Background: an optimization exercise with open tools, aiming at small area and a short achievable clock period. Do not read the settings as production practice. Only simulation tests tie the RTL to the original design; equivalence was not proved.

===== design/flow/config.mk =====
export PLATFORM = sky130hd
export DESIGN_NAME = ALU
export DESIGN_NICKNAME = ALU
export VERILOG_FILES = /design/flow/design.v
export SDC_FILE = /design/flow/constraint.sdc
export NUM_CORES = 4
export LEC_CHECK = 0
export CAP_MARGIN = 20
export CORE_MARGIN = 2
export CORE_UTILIZATION = 40
export SLEW_MARGIN = 20

===== design/flow/constraint.sdc =====
create_clock -name core_clock -period 38.0 [get_ports {clk}]
set_input_delay 7.6000 -clock core_clock [delete_from_list [all_inputs] [get_ports {clk}]]
set_output_delay 7.6000 -clock core_clock [all_outputs]
set_load 0.01 [all_outputs]

===== design/flow/design.v =====
module ALU(
        input               clk,
        input  logic [7:0]  number1,number2,
        input  logic [0:3]  opcode,
        output logic [15:0] resultant
    );
reg[15:0] stored_resultant;
always @(posedge clk) begin
    case (opcode)
        4'b0000:     
            stored_resultant <= number1 + number2;
        4'b0001:     
            stored_resultant <= number1 - number2;
        4'b0010:     
            stored_resultant <= number1 * number2;
        4'b0011:     
            stored_resultant <= (number2 == 8'd0) ? 16'hFFFF : number1 / number2;
        4'b0100:     
            stored_resultant <= (number2 == 8'd0) ? {8'd0, number1} : number1 % number2;
    endcase
    resultant <= stored_resultant;
end
endmodule

===== design/flow/run.sh =====
#!/bin/bash
# synth_recipe.tcl (not shown) runs the flow's synth.tcl, then flattens the netlist and writes it again
# the make line also repeats each setting of config.mk as NAME=value (left out here)
make -C /OpenROAD-flow-scripts/flow DESIGN_CONFIG=/design/flow/config.mk WORK_HOME=/design/flow/orfs CLKGATE_MAP_FILE= SYNTH_SCRIPT=/design/flow/synth_recipe.tcl finish

==> out/qor.csv, run 1 <==
metric,value,unit
drt_wl_total,29100,um
via_per_inst,5.87,
dp_cells,1634,
finalNetCount,1538,
cts_tree,built,
h-tree-depth,2,
grtUsageMet2,36.6,%
multi_input_area,8740,um2
critPathMaxStageDelay,0.46,ns
grt_overflow,0,
synth_edf_count,16,
post-route-period-util,94.3,%
syn_to_final_growth,11.0,%
finalClockSkew,0.00182,ns
numCtsBuffers,5,
cp_common_cell,o21a_1,
die_h,162,um
cp-end-kind,flip-flop,
insertion_delay,0.27,ns
dp_hpwl,22700,um
status,no timing/DRC/antenna violations,
rows,57,
drtIter0Drc,722,
seq_area,801,um2
grt_pass1_vias,9210,
grt_pass1_wl,47600,um
cts_buffer_depth,2,
io_buffers,36,
stdcell_area,11100,um2
finish.utilization,45.3,%
start_kind,input pin,
setup_viol,0,
fillerInstances,2395,
fin_cells,1649,
rsz0062_at_grt,false,
cp.arrival,35.84,ns
grt_use_met1,30.7,%
hold_viol,0,
first_pass_iters,7,
ctsRootBufferMaster,clkbuf_16,
grt_use_total,22.1,%
grtUsageMet3,1.74,%
syn_area_per_cell,7.79,um2
placed_cell_area,10800,um2
maxSlewViolCount,0,
cts.sinks,32,
cpMaxStageDelayCell,clkdlybuf4s50_1,
yosysSeqAreaShare,8.05,%
n_antenna_cell,0,
drc,0,
grt_antenna_before_repair,0,
criticalPathCategory,input pin to flip-flop,
design.portCount,37,
start_util,40.8,%
min_period,35.82,ns
gp_congestion,0.903,
fp.dieArea,26200,um2
synth_cell_types,101,
critPathMaxFanout,19,
fmax,27.9,MHz
ys_async_sr_fraction,0,%
drive_above_1_share,8.53,%
ys_warn_count,1,
vias,9674,
max_slew_margin,33.8,%
core_area,24400,um2
ys.flop_type,edfxtp_1,
postRouteAntennaNets,0,
path_clk_slew,0.05,ns
wl_per_cell,17.7,um
tightest_slew,0.981,ns
hp-class,flip-flop to flip-flop,
synth-seq-cells,32,
fin_setup_tns,0,ns
worstPathRequired,38.02,ns
die_w,162,um
synthesis.area,9950,um2
maxCapViolations,0,
synth_cells,1278,
grt_max_degree,22,
busiest_layer,met2,
## area by class of cell
class | count | share of cell area (%)
clock buffers | 6 | 1.17
multi-input cells | 1124 | 79.0
flip-flops and latches | 32 | 7.25
repair buffers | 67 | 5.37
clock inverters | 2 | 0.317
inverters | 94 | 3.19
well taps | 324 | 3.67
## through the flow
| step | worst slack, ns | hold WS (ns) |
|---|---|---|
| 5_1_grt | 0.00326 | 0.343 |
| 3_3_place_gp | 0.788 | 0.325 |
| 2_1_floorplan | 3.50 | 0.323 |
| 4_1_cts | 0.186 | 0.339 |
| 3_5_place_dp | 0.0187 | 0.328 |
| 6_report | 2.18 | 0.338 |
## Yosys cell counts, drive strengths merged, types with 9 or more instances
cell type / number / share of area [%]
a211oi: 13 / 1.2
a21o: 31 / 2.3
a21oi: 87 / 4.5
a221oi: 11 / 0.97
a31oi: 12 / 0.75
and2: 20 / 1.3
and3: 10 / 0.68
buf: 9 / 0.67
clkbuf: 27 / 1.0
dfxtp: 16 / 3.2
edfxtp: 16 / 4.8
fa: 39 / 7.8
ha: 154 / 19
inv: 93 / 3.5
mux2: 22 / 2.5
mux2i: 27 / 2.8
nand2: 102 / 3.8
nand2b: 13 / 0.82
nand3: 22 / 1.1
nand4: 14 / 0.88
nor2: 131 / 5.0
nor3: 49 / 2.6
o211ai: 13 / 1.0
o21a: 51 / 3.8
o21ai: 58 / 3.0
o21bai: 9 / 0.68
o31ai: 19 / 1.5
or2: 13 / 0.82
or3: 13 / 0.87
xnor2: 35 / 3.1
xor2: 29 / 2.6
## metal layers
metal	wire length, um	vias up
met2	13000	272
li1	-	4812
met5	0	-
met3	1530	47
met1	13600	4543
met4	987	0
## registers in the layout, indices dropped and copies added, names as in the netlist
register,count
stored_resultant,16
resultant,16
## kinds of logic (layout without fill, tap and decap cells)
kind of cell / after synthesis / count (layout) / share of synthesized area, %
buffers and inverters: 130 / 169 / 5.23
AND/OR/NAND/NOR: 428 / 429 / 21.5
flip-flops: 32 / 32 / 8.05
XOR/XNOR: 64 / 64 / 5.63
adder cells (fa/ha/maj): 193 / 193 / 27.2
multiplexers: 49 / 49 / 5.33
other: 1 / 8 / 0.0377
AO/OA/AOI/OAI: 381 / 381 / 27.1
## repair_timing
| item | 4_1_cts | 5_1_grt |
|---|---|---|
| buffers inserted | 0 | 6 |
| setup endpoints to repair | 0 | 16 |
| gates resized for setup | 0 | 15 |
| hold buffers | 0 | 0 |
## cell usage in the layout, fill, tap and decap left out, types with 31 or more instances in the layout
cell type,Yosys,final
o21a_1,51,51
inv_1,93,93
xnor2_1,35,35
clkdlybuf4s50_1,0,36
buf_4,2,31
nand2_1,102,101
ha_1,154,154
nor2_1,130,130
o21ai_0,57,56
fa_1,39,39
a21oi_1,85,82
nor3_1,47,46
## worst max-delay path, delay by kind of cell
family,cells,cell delay (ns)
muxes,6,1.90
and+or+nand+nor,30,5.88
buffers and inverters,9,1.67
AOI/OAI and AO/OA,69,14.33
adders and majority gates,14,4.44
## final timing paths
kind | start | endpoint | slack (ns) | cells past startpoint
max | number2[0] | stored_resultant[2] | 2.18 | 128
min reg2reg | stored_resultant[4] | resultant[4] | 0.34 | 0
min | stored_resultant[4] | resultant[4] | 0.34 | 0
max reg2reg | stored_resultant[9] | resultant[9] | 37.51 | 0
==> inputs of run 2 (changes only) <==
==> design/flow/design.v (replaced) <==
module ALU(
        input               clk,
        input  logic [7:0]  number1,number2,
        input  logic [0:3]  opcode,
        output logic [15:0] resultant
    );
reg [7:0] a, b;
reg [3:0] op;
always @(posedge clk) begin
    a  <= number1;
    b  <= number2;
    op <= opcode;
end
wire        sub = (op == 4'd1);
wire [8:0]  addsub = {1'b0, a} + {1'b0, b ^ {8{sub}}} + {8'd0, sub};
wire [15:0] prod = a * b;
wire [7:0] q;
wire [7:0] rem;
genvar k;
generate
    for (k = 0; k < 8; k = k + 1) begin : row
        wire [k:0] x;
        wire [k:0] r;
        wire [k+1:0] d = {1'b0, x} - {1'b0, b[k:0]};
        wire hz;
        if (k == 0) begin : first
            assign x = a[7];
        end else begin : next
            assign x = {row[k-1].r, a[7-k]};
        end
        if (k == 7) begin : top
            assign hz = 1'b1;
        end else begin : mid
            assign hz = ~|b[7:k+1];
        end
        assign q[7-k] = hz & ~d[k+1];
        assign r = q[7-k] ? d[k:0] : x;
    end
endgenerate
assign rem = row[7].r;
wire bz = (b == 8'd0);
always @(posedge clk) begin
    case (op)
        4'd0:    resultant <= {7'd0, addsub[8], addsub[7:0]};
        4'd1:    resultant <= {{8{~addsub[8]}}, addsub[7:0]};
        4'd2:    resultant <= prod;
        4'd3:    resultant <= {{8{bz}}, q};
        4'd4:    resultant <= {8'd0, rem};
        default: resultant <= resultant;
    endcase
end
endmodule
==> out/qor.csv, run 2 <==
metric,value,unit
cpMaxStageDelayCell,o31ai_1,
synth_cell_types,64,
die_h,121,um
top_regs,"resultant x16, a x8, b x8",
drc,0,
grt_overflow,0,
h-tree-depth,2,
synthTopCellsByCount,"ha_1 (86), inv_1 (80), nor2_1 (67)",
numCtsBuffers,5,
grt_max_degree,19,
mostFrequentLayoutCell,ha_1,
fin_setup_tns,0,ns
cts_tree,built,
syn_area_per_cell,8.70,um2
holdWs,0.864,ns
cts_resized,0,
tightest_slew,0.789,ns
ys_warn_count,1,
hp-class,flip-flop to flip-flop,
first_pass_iters,5,
criticalPathCategory,flip-flop to flip-flop,
core_area,13200,um2
maxSlewViolCount,0,
synth_edf_count,16,
design.portCount,37,
synth.most_common_cell,ha_1,
placed_cell_area,6010,um2
reg2reg_slack,25.29,ns
synth_top_cells_by_area,"ha_1 (20%), fa_1 (16%), edfxtp_1 (8.8%), dfxtp_1 (7.4%), inv_1 (5.5%)",
synthesis.area,5430,um2
synth_cells,624,
final_cell_mix,"ha_1 (86), inv_1 (80), nor2_1 (67)",
fin_cells,839,
drt_wl_total,14100,um
rows,42,
synth_top_area_share,19.8,%
fp.dieArea,14500,um2
path_clk_slew,0.07,ns
dp_cells,831,
max_slew_margin,47.1,%
ctsRootBufferMaster,clkbuf_16,
vias,4601,
rsz0062_at_grt,false,
via_per_inst,5.48,
drive_above_1_share,5.73,%
finalNetCount,813,
status,no timing/DRC/antenna violations,
start_kind,flip-flop,
worstPathRequired,38.04,ns
largest_register,resultant,
largest_register_ffs,16,
yosysSeqAreaShare,16.2,%
hold_buffers,0,
yosysTopAreaCell,ha_1,
wl_per_cell,16.8,um
cts_setup_buffers,0,
gp_congestion,0.905,
min_period,12.71,ns
grt_antenna_before_repair,0,
maxCapViolations,0,
io_buffers,36,
fmax,78.6,MHz
grt_pass1_wl,23800,um
drtIter0Drc,242,
ys.flop_type,dfxtp_1,
critPathMaxFanout,12,
dp_slack,25.41,ns
post-route-period-util,33.5,%
synth-seq-cells,36,
n_antenna_cell,0,
start_util,41.0,%
cts.sinks,36,
die_w,121,um
critPathMaxStageDelay,0.58,ns
grt_use_total,20.9,%
hold_viol,0,
finish.utilization,46.7,%
finalClockSkew,0.0126,ns
ys_async_sr_fraction,0,%
setup_ws,25.29,ns
dp_hpwl,11400,um
cp.arrival,12.76,ns
cts_buffer_depth,2,
postRouteAntennaNets,0,
grt_pass1_vias,4891,
insertion_delay,0.30,ns
stdcell_area,6180,um2
cp-end-kind,flip-flop,
syn_to_final_growth,13.8,%
setup_viol,0,
-- run 2: changes by cell type after synthesis, moves of 24 or more --
| cell | before | now |
|---|---|---|
| a21o_1 | 31 | 7 |
| nor2_1 | 130 | 67 |
| nor3_1 | 47 | 17 |
| o21ai_0 | 57 | 28 |
| o21a_1 | 51 | 9 |
| nand2_1 | 102 | 51 |
| ha_1 | 154 | 86 |
| a21oi_1 | 85 | 25 |
-- run 2: cell type report --
| class | instances | area [um2] |
|---|---|---|
| clock buffers | 6 | 150 |
| clock inverters | 2 | 11.3 |
| fillers | 1317 | 7060 |
| inverters | 84 | 315 |
| multi-input cells | 493 | 4200 |
| flip-flops and latches | 36 | 881 |
| well taps | 176 | 220 |
| repair buffers | 42 | 405 |
-- run 2: worst paths after layout --
path | start | endpoint | depth (start not counted)
min | op[2] | resultant[2] | 1
max | b[7] | resultant[6] | 46
min reg2reg | op[2] | resultant[2] | 1
max reg2reg | b[7] | resultant[6] | 46
-- run 2: critical path: cells and delay by family, from the launching register on --
kind                       cells  cell delay, ns
AOI/OAI and AO/OA             18            4.66
and+or+nand+nor               13            2.64
adders and majority gates      7            2.47
muxes                          4            1.34
buffers and inverters          4            0.86
DFF                            1            0.49
-- run 2: routing by layer --
| metal | up-vias | GRT usage [%] | routed length [um] |
|---|---|---|---|
| met4 | 0 | 8.50 | 452 |
| li1 | 2226 | - | - |
| met2 | 121 | 36.1 | 6940 |
| met1 | 2224 | 25.8 | 6120 |
| met3 | 30 | 3.49 | 618 |
| met5 | - | 0 | 0 |
-- run 2: logic make-up after synthesis --
group           after synthesis  synth area share (%)
simple gates                187                  15.9
fa+ha+maj                   130                  36.0
compound gates              124                  16.1
buf+inv                      95                  6.71
xor+xnor                     37                  5.97
flops                        36                  16.2
mux                          15                  3.04

re-timing with driven ports:
In the flow no input, the clock included, has a driving cell. The finished layouts below were timed again as built, in two steps. Step 1: set_driving_cell puts a clkbuf_16 on clk and a buf_2 on each other input, an assumption about the parent block. Step 2, shift: input delay + t, output delay - t, t = (earliest + latest rising clock arrival at the registers) / 2. This alone moves slack from input paths to output paths. Slacks: no drivers / after step 1 / after step 2; pairs: no drivers / after step 1.
run	shift t [ns]	setup WS [ns]	worst setup path after step 2	slew at the worst register clock pin (ns)
run 1	0.294	2.181 / 2.185 / 1.890	input to register	0.05 / 0.05
run 2	0.330	25.285 / 25.285 / 25.285	register to register	0.07 / 0.07
After both steps setup and hold are still met in every run listed. For run 1, which loses most, drivers alone change the setup slack by +0.004 ns; drivers and shift together by -0.291 ns.
